Source: an optimization exercise on an open RTL-to-GDS flow (aim: a short achievable clock period and few clock cycles). Production flows keep margins and buffers that such runs may drop. No functional check of the RTL was part of this run. Power and IR drop assume default switching activity.

**design/flow/config.mk**
```make
export PLATFORM = sky130hd
export DESIGN_NAME = y86_seq
export DESIGN_NICKNAME = y86_seq
export VERILOG_FILES = /design/flow/design.v
export SDC_FILE = /design/flow/constraint.sdc
export NUM_CORES = 4
export LEC_CHECK = 0
export CAP_MARGIN = 20
export CORE_MARGIN = 2
export CORE_UTILIZATION = 25
export PLACE_DENSITY = 0.45
export SLEW_MARGIN = 20
```
**design/flow/constraint.sdc**
```tcl
create_clock -name core_clock -period 32.0 [get_ports {clk}]
set_input_delay 6.4000 -clock core_clock [delete_from_list [all_inputs] [get_ports {clk}]]
set_output_delay 6.4000 -clock core_clock [all_outputs]
set_load 0.01 [all_outputs]
```
**design/flow/design.v**
```verilog
module add(sum,carry_overflow,A,B,cin);
	input signed [63:0] A,B;
	input cin;
	output signed [63:0] sum;
	output signed carry_overflow;
	wire [18:0] carry;
	wire [2:0] t1,t2,t3;
	genvar i;
	CLA_FULL c1(sum[3:0],carry[0],A[3:0],B[3:0],cin);
	generate for(i=0;i<14;i=i+1)
		CLA_FULL c2(sum[7+4*i:4+4*i],carry[1+i],A[7+4*i:4+4*i],B[7+4*i:4+4*i],carry[0+i]);
	endgenerate
	CLA_FULL c16(sum[63:60],carry[18],A[63:60],B[63:60],carry[14]);
	generate for(i=0;i<3;i=i+1)
	begin
    		and gate2(t1[i],A[i+60],B[i+60]);
    		and gate3(t2[i],B[i+60],carry[i+14]);
    		and gate4(t3[i],A[i+60],carry[i+14]);
    		or gate5(carry[i+1+14],t1[i],t2[i],t3[i]);
	end
	endgenerate
       	xor(carry_overflow,carry[17],carry[18]);
endmodule 
module PG(p, g, a, b);
	input a, b;
	output p, g;
	and G1 (g, a, b);
	xor G2 (p, a, b);
endmodule
module CLA(g0, p0, g1, p1, g2, p2, g3, p3, c0, c1, c2, c3, c4);
	input g0, p0, g1, p1, g2, p2, g3, p3, c0;
	output c1, c2, c3, c4;
	wire t1, t2, t3, t4, t5, t6, t7, t8, t9, t10;
	and G1(t1, p0, c0);
	or G2(c1, t1, g0);
	and G3(t2, c0, p0, p1);
	and G4(t3, g0, p1);
	or G5(c2, g1, t2, t3);
	and G6(t4, c0, p0, p1, p2);
	and G7(t5, g0, p1, p2);
	and G8(t6, g1, p2);
	or G9(c3, g2, t4, t5, t6);
	and G10(t7, c0, p0, p1, p2, p3);
	and G11(t8, g0, p1, p2, p3);
	and G12(t9, g1, p2, p3);
	and G13(t10, g2, p3);
	or G14(c4, g3, t7, t8, t9, t10);
endmodule
module SUM(p0, c0, p1, c1, p2, c2, p3, c3, sum0, sum1, sum2, sum3);
	input p0, c0, p1, c1, p2, c2, p3, c3;
	output sum0, sum1, sum2, sum3;
	xor G1(sum0, p0, c0);
	xor G2(sum1, p1, c1);
	xor G3(sum2, p2, c2);
	xor G4(sum3, p3, c3);
endmodule
module CLA_FINAL(a3, b3, a2, b2, a1, b1, a0, b0, c0, c4, sum3, sum2, sum1, sum0);
	input a3, b3, a2, b2, a1, b1, a0, b0, c0;
	output c4, sum3, sum2, sum1, sum0;
	wire g0, p0, g1, p1, g2, p2, g3, p3, c1, c2, c3;
	PG B1(p0, g0, a0, b0);
	PG B2(p1, g1, a1, b1);
	PG B3(p2, g2, a2, b2);
	PG B4(p3, g3, a3, b3);
	CLA B5(g0, p0, g1, p1, g2, p2, g3, p3, c0, c1, c2, c3, c4);
	SUM B6(p0, c0, p1, c1, p2, c2, p3, c3, sum0, sum1, sum2, sum3);
endmodule
module CLA_FULL(sum,cout,a,b,cin);
	input [3:0] a,b;
	input cin;
	output [3:0] sum;
	output cout;
	CLA_FINAL F1(a[3], b[3], a[2], b[2], a[1], b[1], a[0], b[0], cin, cout, sum[3], sum[2], sum[1], sum[0]);
endmodule
module sub(sum,carry_overflow,A,B);
input signed [63:0] A,B;
output signed [63:0] sum;
output signed carry_overflow;
genvar i;
wire [63:0] Y;
generate for(i=0;i<64;i=i+1)
    not gate0(Y[i],B[i]);
endgenerate
add s1(sum, carry_overflow,A,Y,1'b1);
endmodule 
module and64(out,A,B);
input [63:0] A,B;
output [63:0] out;
genvar i;
generate for (i = 0; i <64;i=i+1)
 begin
   and g1(out[i],A[i],B[i]);
 end
endgenerate
endmodule
module xor64(out,A,B);
input [63:0] A,B;
output [63:0] out;
genvar i;
generate for (i = 0; i <64;i=i+1)
 begin
   xor g1(out[i],A[i],B[i]);
 end
endgenerate
endmodule
module alu (control,A,B,out,carry_overflow);
input [1:0] control;
input signed [63:0] A,B;
output reg[63:0] out ;
reg [1:0] x;
output reg carry_overflow;
wire [63:0] sum_out,and_out,xor_out,sub_out;
wire carry_sum,carry_sub;
   add module1(sum_out,carry_sum,A,B,1'b0);
   and64 module2(and_out,A,B);
   xor64 module3(xor_out,A,B);
   sub module4(sub_out,carry_sub,B,A);
   always@(*)
   begin
	x=control;
       if(x==2'b00)
	begin
       	out=sum_out;
	    carry_overflow=carry_sum;
	end
       else if(x==2'b01)
       begin
            out=sub_out;
            carry_overflow=carry_sub;
       end
       else if(x==2'b10)
       begin
           out=and_out;
           carry_overflow=1'b0;
       end
       else
        begin
            out=xor_out;
            carry_overflow=1'b0;
	end
   end
endmodule
module fetch(PC, ins, icode, ifun, rA, rB, valC, valP, instr_valid, imem_error);
input [63:0] PC;
input [79:0] ins;           
output reg [3:0] icode;
output reg [3:0] ifun;
output reg [3:0] rA;
output reg [3:0] rB;
output reg [63:0] valC;
output reg [63:0] valP;
output reg instr_valid;
output reg imem_error;
reg need_regids,need_valC;
always @(*)
begin
	icode=ins[7:4];
	ifun=ins[3:0];
	imem_error=(PC>64'd1023);
	if(icode==4'h0)		 
	begin
		instr_valid=1;
		need_regids=0;
		need_valC=0;
	end
	else if(icode==4'h1)	 
	begin
		instr_valid=1;
		need_regids=0;
		need_valC=0;
	end
	else if(icode==4'h2)	 
	begin
		instr_valid=(ifun<4'h7);
		need_regids=1;
		need_valC=0;
	end
	else if(icode==4'h3)	 
	begin
		instr_valid=1;
		need_regids=1;
		need_valC=1;
	end
	else if(icode==4'h4)	 
	begin
		instr_valid=1;
		need_regids=1;
		need_valC=1;
	end
	else if(icode==4'h5)	 
	begin
		instr_valid=1;
		need_regids=1;
		need_valC=1;
	end
	else if(icode==4'h6)	 
	begin
		instr_valid=(ifun<4'h4);
		need_regids=1;
		need_valC=0;
	end
	else if(icode==4'h7)	 
	begin
		instr_valid=(ifun<4'h7);
		need_regids=0;
		need_valC=1;
	end
	else if(icode==4'h8)	 
	begin
		instr_valid=1;
		need_regids=0;
		need_valC=1;
	end
	else if(icode==4'h9)	 
	begin
		instr_valid=1;
		need_regids=0;
		need_valC=0;
	end
	else if(icode==4'hA)	 
	begin
		instr_valid=1;
		need_regids=1;
		need_valC=0;
	end
	else if(icode==4'hB)	 
	begin
		instr_valid=1;
		need_regids=1;
		need_valC=0;
	end
	else
	begin
		instr_valid=0;
		need_regids=0;
		need_valC=0;
	end
	if(need_regids==0)
	begin
		rA=4'hF;
		rB=4'hF;
	end
	else
	begin
		rA=ins[15:12];
		rB=ins[11:8];
	end
	if(need_regids==1)
		valC=ins[79:16];
	else
		valC=ins[71:8];
	valP=PC+{60'b0,need_valC,2'b0,need_regids}+64'd1;
end
endmodule
module Register(icode,Cnd,rA,rB,valA,valB,valE,valM,wen,clk);
input [3:0] icode;
input Cnd;
input [3:0] rA;
input [3:0] rB;
input [63:0] valE;
input [63:0] valM;
input wen;
input clk;
output reg [63:0] valA;
output reg [63:0] valB;
reg [63:0]reg_store[14:0];
reg [3:0] srcA,srcB,destM,destE;
always @(*)
begin
	srcA=4'hF;
	srcB=4'hF;
	if(icode==4'h2)	 
	begin
		srcA=rA;
	end
	else if(icode==4'h4)	 
	begin
		srcA=rA;
		srcB=rB;
	end
	else if(icode==4'h5)	 
	begin
		srcB=rB;
	end
	else if(icode==4'h6)	 
	begin
		srcA=rA;
		srcB=rB;
	end
	else if(icode==4'h8)	 
	begin
		srcB=4;
	end
	else if(icode==4'h9)	 
	begin
		srcA=4;
		srcB=4;
	end
	else if(icode==4'hA)	 
	begin
		srcA=rA;
		srcB=4;
	end
	else if(icode==4'hB)	 
	begin
		srcA=4;
		srcB=4;
	end
	valA=(srcA!=4'hF) ? reg_store[srcA] : 64'b0;
	valB=(srcB!=4'hF) ? reg_store[srcB] : 64'b0;
end
always @(*)
begin
	destM=4'hF;
	destE=4'hF;
	if((icode==4'h2) && (Cnd==1'b1))	 
	begin
		destE=rB;
	end
	else if(icode==4'h3)	 
	begin
		destE=rB;
	end
	else if(icode==4'h5)	 
	begin
		destM=rA;
	end
	else if(icode==4'h6)	 
	begin
		destE=rB;
	end
	else if(icode==4'h8)	 
	begin
		destE=4;
	end
	else if(icode==4'h9)	 
	begin
		destE=4;
	end
	else if(icode==4'hA)	 
	begin
		destE=4;
	end
	else if(icode==4'hB)	 
	begin
		destM=rA;
		destE=4;
	end
end
always @(posedge clk)
begin
	if(wen && destE!=4'hF && destE!=destM)
		reg_store[destE]<=valE;
	if(wen && destM!=4'hF)
		reg_store[destM]<=valM;
end
endmodule
module execute(icode,ifun,valC,valA,valB,valE,Cnd,cc_en,rst,clk);
input [3:0] icode;
input [3:0] ifun;
input [63:0] valC;
input [63:0] valA;
input [63:0] valB;
input cc_en;
input rst;
input clk;
output reg [63:0] valE;
output reg Cnd;
reg [63:0] aluA, aluB;
wire [63:0] alu_out;
reg [1:0] alufun;
wire overflow;
reg ZF,SF,OF;
reg set_cc;
alu ALU(alufun,aluA,aluB,alu_out,overflow);
always @(*)
begin
	alufun=2'b00;
	aluA=64'b0;
	aluB=64'b0;
	set_cc=1'b0;
	if(icode==4'h2)	 
	begin
		aluA=valA;
	end
	else if(icode==4'h3)	 
	begin
		aluA=valC;
	end
	else if(icode==4'h4)	 
	begin
		aluA=valC;
		aluB=valB;
	end
	else if(icode==4'h5)	 
	begin
		aluA=valC;
		aluB=valB;
	end
	else if(icode==4'h6)	 
	begin
		alufun=ifun[1:0];
		aluA=valA;
		aluB=valB;
		set_cc=1'b1;
	end
	else if(icode==4'h8)	 
	begin
		aluA=-64'h8;
		aluB=valB;
	end
	else if(icode==4'h9)	 
	begin
		aluA=64'h8;
		aluB=valB;
	end
	else if(icode==4'hA)	 
	begin
		aluA=-64'h8;
		aluB=valB;
	end
	else if(icode==4'hB)	 
	begin
		aluA=64'h8;
		aluB=valB;
	end
	valE=alu_out;
	Cnd=1'b0;
	if(icode==4'h2 || icode==4'h7)
	begin
		if(ifun==4'h0)
			Cnd=1'b1;
		else if(ifun==4'h1) 
			Cnd=((SF^OF)|ZF);
		else if(ifun==4'h2) 
			Cnd=SF^OF;
		else if(ifun==4'h3) 
			Cnd=ZF;
		else if(ifun==4'h4) 
			Cnd=~ZF;
		else if(ifun==4'h5) 
			Cnd=(~SF^OF);
		else if(ifun==4'h6) 
			Cnd=((~SF^OF)&~ZF);
	end
end
always @(posedge clk)
begin
	if(rst)
	begin
		ZF<=1'b0;
		SF<=1'b0;
		OF<=1'b0;
	end
	else if(set_cc==1'b1 && cc_en==1'b1)
	begin
		ZF<=(valE==64'b0);
		SF<=valE[63];
		OF<=overflow;
	end
end
endmodule
module Memory(icode,valE,valA,valP,instr_valid,imem_error,mem_addr,mem_data,mem_write,stat);
input [3:0] icode;
input [63:0] valE;
input [63:0] valA;
input [63:0] valP;
input instr_valid;
input imem_error;
output reg [63:0] mem_addr;
output reg [63:0] mem_data;
output reg mem_write;
output reg [1:0] stat;
reg mem_read;
reg dmem_error;
always @(*)
begin
	mem_write=1'b0;
	mem_read=1'b0;
	mem_addr=valE;
	mem_data=valA;
	if(icode==4'h4)	 
	begin
		mem_write=1'b1;
		mem_addr=valE;
		mem_data=valA;
	end
	else if(icode==4'h5)	 
	begin
		mem_read=1'b1;
		mem_addr=valE;
	end
	else if(icode==4'h8)	 
	begin
		mem_write=1'b1;
		mem_addr=valE;
		mem_data=valP;
	end
	else if(icode==4'h9)	 
	begin
		mem_read=1'b1;
		mem_addr=valA;
	end
	else if(icode==4'hA)	 
	begin
		mem_write=1'b1;
		mem_addr=valE;
		mem_data=valA;
	end
	else if(icode==4'hB)	 
	begin
		mem_read=1'b1;
		mem_addr=valA;
	end
	dmem_error=(mem_read|mem_write) && (mem_addr>64'd127);
	if(imem_error==1'b1)
		stat=2'b10;
	else if(instr_valid==1'b0)
		stat=2'b11;
	else if(icode==4'h0)
		stat=2'b01;
	else if(dmem_error==1'b1)
		stat=2'b10;
	else
		stat=2'b00;
end
endmodule
module pc_update(PC,icode,Cnd,valC,valM,valP);
input [3:0]icode;
input Cnd;
input [63:0]valC;
input [63:0]valM;
input [63:0]valP;
output reg [63:0]PC;
always @(*)
begin
	if(icode==4'h7 && Cnd==1'b1)	 
        PC=valC;
	else if(icode==4'h8)	 
        PC=valC;
	else if(icode==4'h9)	 
        PC=valM;
	else
        PC=valP;
end
endmodule
module y86_seq(clk, rst, imem_addr, imem_data, dmem_addr, dmem_wdata, dmem_we, dmem_rdata, stat);
input clk;
input rst;
output [63:0] imem_addr;
input [79:0] imem_data;
output [63:0] dmem_addr;
output [63:0] dmem_wdata;
output dmem_we;
input [63:0] dmem_rdata;
output [1:0] stat;
reg [63:0] PC_in;
reg [1:0] stat_reg;
wire [63:0] PC;
wire [3:0] icode;
wire [3:0] ifun;
wire [3:0] rA;
wire [3:0] rB;
wire [63:0] valC;
wire [63:0] valP;
wire [63:0] valA;
wire [63:0] valB;
wire [63:0] valM;
wire [63:0] valE;
wire [63:0] mem_addr;
wire [63:0] mem_data;
wire mem_write;
wire instr_valid;
wire Cnd;
wire imem_error;
wire [1:0] i_stat;
wire commit = (stat_reg==2'b00) && (i_stat==2'b00) && !rst;
assign imem_addr = PC_in;
assign dmem_addr = mem_addr;
assign dmem_wdata = mem_data;
assign dmem_we = mem_write & commit;
assign valM = dmem_rdata;
assign stat = stat_reg;
fetch FETCH(.PC(PC_in),.ins(imem_data),.icode(icode),.ifun(ifun),.rA(rA),.rB(rB),.valC(valC),.valP(valP),.instr_valid(instr_valid),.imem_error(imem_error));
Register REGISTER(.icode(icode),.Cnd(Cnd),.rA(rA),.rB(rB),.valA(valA),.valB(valB),.valE(valE),.valM(valM),.wen(commit),.clk(clk));
execute EXECUTE(.icode(icode),.ifun(ifun),.valC(valC),.valA(valA),.valB(valB),.valE(valE),.Cnd(Cnd),.cc_en(commit),.rst(rst),.clk(clk));
Memory MEMORY(.icode(icode),.valE(valE),.valA(valA),.valP(valP),.instr_valid(instr_valid),.imem_error(imem_error),.mem_addr(mem_addr),.mem_data(mem_data),.mem_write(mem_write),.stat(i_stat));
pc_update PC_UPDATE(.PC(PC),.icode(icode),.Cnd(Cnd),.valC(valC),.valM(valM),.valP(valP));
always @(posedge clk)
begin
	if(rst)
	begin
		PC_in<=64'b0;
		stat_reg<=2'b00;
	end
	else if(stat_reg==2'b00)
	begin
		stat_reg<=i_stat;
		if(commit)
			PC_in<=PC;
	end
end
endmodule
```
**design/flow/run.sh**
```bash
#!/bin/bash
# synth_recipe.tcl (not shown) runs the flow's synth.tcl, then flattens the netlist and writes it again
# the make line also repeats each setting of config.mk as NAME=value (left out here)
make -C /OpenROAD-flow-scripts/flow DESIGN_CONFIG=/design/flow/config.mk WORK_HOME=/design/flow/orfs CLKGATE_MAP_FILE= SYNTH_SCRIPT=/design/flow/synth_recipe.tcl finish
```
==> run notes <==
- Crit path to: dmem_we
- Routed WL per cell: 38.0 um
- WL met1: 180,000 um
- Sum Neg Setup Slack: 0 ns
- Via-per-instance ratio: 6.04
- Max Cap Viol: 0
- Drt total wl: 458,000 um
- Commonest cells after routing, fill and taps aside: 1,309 x nand2_1, 960 x edfxtp_1, 942 x mux2_2, 538 x a21oi_1, 494 x buf_4
- I/O pin count: 341
- Tightest Pin Transition: 1.37 ns
- R2R Path End: REGISTER.reg_store[3][11]$_DFFE_PP_
- Die Wd: between 500 and 600 um
- Final period util: between 90% and 100%
- CP Data Required Time: 25.60 ns
- Logic pwr share: between 30% and 40%
- TritonCTS clock tree: built
- # setup viols final: 0
- CTS Sinks: 1,029
- Finished Cell Area: a little under 90,000 um2
- Post-synth EDFFs: between 900 and 1,000
- Max reg flops: between 900 and 1,000
- Mean Syn Cell Area: 9.51 um2
- Power per Cell Area: 55.9 nW/um2
- Vias in the first global route: 67,400
- Rows: around 200
- Quantity of hold-fixing buffers added after cts: 0
- Initial antenna violation count: 75
- Final slew viol count: 0
- Final hold vios: 0
- Die ar.: 301,000 um2
- Sw power: 1.75 mW
- Critical path depth in cells: 94
- Footprint of the multi-input gates: 40,800 um2
- Worst clock skew: 0.0635 ns
- Reg2Reg Setup Slack: 10.93 ns
- Commonest non-fill, non-tap cell in the layout: nand2_1
- Crit path DAT: around 25 ns
- Worst-Skew Late Latency: 0.84 ns
- R2r startpoint: REGISTER.reg_store[0][1]$_DFFE_PP_
- Reg area: just over 30,000 um2
- Nets: 8,338
- Detailed placer's ending HPWL: 304,000 um
- Clock Tree Root: clkbuf_16
- Worst r2r path cells: 101
- Max incr delay on CP: 0.79 ns
- P&R area growth vs syn: 19.0%
- Top routing layer in use: met5
- FILL cells: between 30,000 and 40,000
- Critical path type: input port to primary output
- Worst Setup SP: imem_data[5]
- Num CTS Buffers: approximately 120
- GRT Total Usage: 29.1%
- Peak Freq: 32.2 MHz
- Yosys cell types: 94
- Final non-filler cell total: 12,000
- Share of layout cells above drive strength 1: 23.3%
- Mapped Cells: 7,793
- Synth warnings: 7
- DR iter-0 viols: 11,800
- Cell family with most CP delay: compound AO/OA/AOI/OAI gates
- Placed cell area: 84,000 um2
- Initial core utilization: 25.2%
- Clock share of power: 30.1%
- Detailed Routing Iterations Pass 1: 7
- Met2 Wirelength: 191,000 um
- Asr flop ratio synth: 0%
- Crit path capture type: primary output
- Hold Path Class: flip-flop to flip-flop
- Top FF cell, synth: edfxtp_1
- Fin crit period: 31.02 ns
- Core ar.: 294,000 um2
- Drt drc: 0
- Pleak: roughly 32 nW
- Hold slack: 0.519 ns
- Max_slew headroom: 8.56%
- Antenna Violating Nets Remaining: 0
- WL met3: 53,600 um
- CTS Buffer Depth: 3
- Sequential power share: 32.5%
- Routability cong.: 1.02
- WP buf/inv: 12
- Vias: 72,700
- Die H: ~550 um
- Unrepaired setup endpoints after global routing: no
- Sequential-to-total area share from yosys stat: 40.8%
- Synth Net Count: 8,133
- First-pass GRT wire length: about 610,000 um
- Slowest stage cell, crit path: a21oi_1
- Mapped Area: 74,100 um2
- Port bufs: 340
- Placed Cells: approximately 12,000
- Int Pwr: 3.18 mW
- Crit path max fanout: 45
- H-tree Lvls: 3
- #FFs+latches synth: 1,029
- Global route overflow: 0
- CTS clk-pin slew, worst paths: approximately 0.060 ns
- Largest net degree at the start of global routing: 151
- Maximum VDD drop: 0.0475 mV
- Status: timing/DRC/antenna clean
- Critical Path Start Type: input port
- Net Sw Frac: a little over a third
## worst min path at each step
stage | to | startpoint | cells after the start
global route | EXECUTE.ZF$_SDFFE_PP0P_ | EXECUTE.ZF$_SDFFE_PP0P_ | 2
CTS | EXECUTE.SF$_SDFFE_PP0P_ | EXECUTE.SF$_SDFFE_PP0P_ | 2
floorplan | EXECUTE.SF$_SDFFE_PP0P_ | EXECUTE.SF$_SDFFE_PP0P_ | 2
global placement | EXECUTE.SF$_SDFFE_PP0P_ | EXECUTE.SF$_SDFFE_PP0P_ | 2
finish | EXECUTE.SF$_SDFFE_PP0P_ | EXECUTE.SF$_SDFFE_PP0P_ | 2
detailed placement | EXECUTE.SF$_SDFFE_PP0P_ | EXECUTE.SF$_SDFFE_PP0P_ | 2
## per-stage QoR
step | setup slack (ns) | power (mW) | util, %
floorplan | 0.467 | 2.62 | -
global placement | -0.0963 | 3.38 | 28.5
detailed placement | 0.184 | 3.40 | 28.5
CTS | 0.0653 | 4.87 | 29.9
global route | 0.0115 | 5.05 | 29.9
finish | 0.980 | 4.93 | 30.0
## cell type report
cell class | count | area share, %
Antenna cell | 28 | 0.0794
Clock buffer | 136 | 3.50
Clock inverter | 84 | 1.07
Inverter | 145 | 0.617
Multi-Input combinational cell | 5842 | 46.2
Sequential cell | 1029 | 34.3
Tap cell | 3919 | 5.56
Timing Repair Buffer | 862 | 8.68
## timing repair
item,CTS,global route
setup endpoints to repair,0,3
setup buffers,0,4
gates resized for setup,0,35
## cell usage after synthesis, types with 72 or more instances
| library cell | number | area (um2) |
|---|---|---|
| ha_1 | 163 | 2040 |
| buf_1 | 80 | 300 |
| a211oi_1 | 86 | 646 |
| nand2_1 | 1313 | 4930 |
| buf_2 | 99 | 495 |
| a311oi_1 | 73 | 639 |
| edfxtp_1 | 960 | 28800 |
| a21oi_1 | 559 | 2800 |
| a31oi_1 | 178 | 1110 |
| o21ai_0 | 204 | 1020 |
| clkbuf_1 | 509 | 1910 |
| o21bai_1 | 78 | 586 |
| nand3_1 | 318 | 1590 |
| mux2i_1 | 137 | 1370 |
| buf_4 | 72 | 541 |
| and3_1 | 116 | 726 |
| a221oi_1 | 99 | 867 |
| o22ai_1 | 143 | 895 |
| mux2_2 | 942 | 10600 |
| inv_1 | 142 | 533 |
| nor2_1 | 473 | 1780 |
## worst min-delay path, cell delays in order (launching register included)
cell	delay (ns)
dfxtp_1	0.32
o21ai_0	0.09
a21oi_1	0.07
## metal layers
metal / global-route usage (%) / up-vias
li1: - / 29400
met1: 38.0 / 36600
met2: 43.0 / 5474
met3: 7.30 / 1202
met4: 18.0 / 36
met5: 0 / -
## logic make-up after synthesis
logic type      share of synthesized area [%]
xor+xnor                                 1.21
simple gates                             14.6
buf+inv                                  5.37
fa+ha+maj                                3.59
mux                                      17.4
compound gates                           17.0
flops                                    40.8
## power groups by stage
stage          logic [mW]  registers, mW  clock network, mW
6_report             1.84           1.60               1.48
5_1_grt              1.91           1.60               1.54
4_1_cts              1.78           1.60               1.49
3_5_place_dp         1.77           1.63                  0
3_3_place_gp         1.75           1.63                  0
2_1_floorplan       0.989           1.63                  0

## static timing again, ports no longer ideal
The flow's constraints put no driver on any port. The routed layout listed below was extracted and timed again, unchanged, in two steps.
Step 1 (the two cells are an assumption about what drives the block):
set clk [get_ports {clk}]
set_driving_cell -lib_cell sky130_fd_sc_hd__clkbuf_16 $clk
set_driving_cell -lib_cell sky130_fd_sc_hd__buf_2 [delete_from_list [all_inputs] $clk]
Step 2 times the ports against the registers' clock, not the clock port: input delays grow and output delays shrink by t, the midpoint of the rising clock arrivals with the driver on.
Three values: ideal ports, drivers, drivers and shift; two values: the first two.
t (ns): 0.917
setup WS [ns]: 0.980 / 0.871 / 0.871
worst setup path at the end: input to output
After both steps this run still meets setup and hold. For this run, drivers alone change the setup slack by -0.109 ns; drivers and shift together by -0.109 ns.
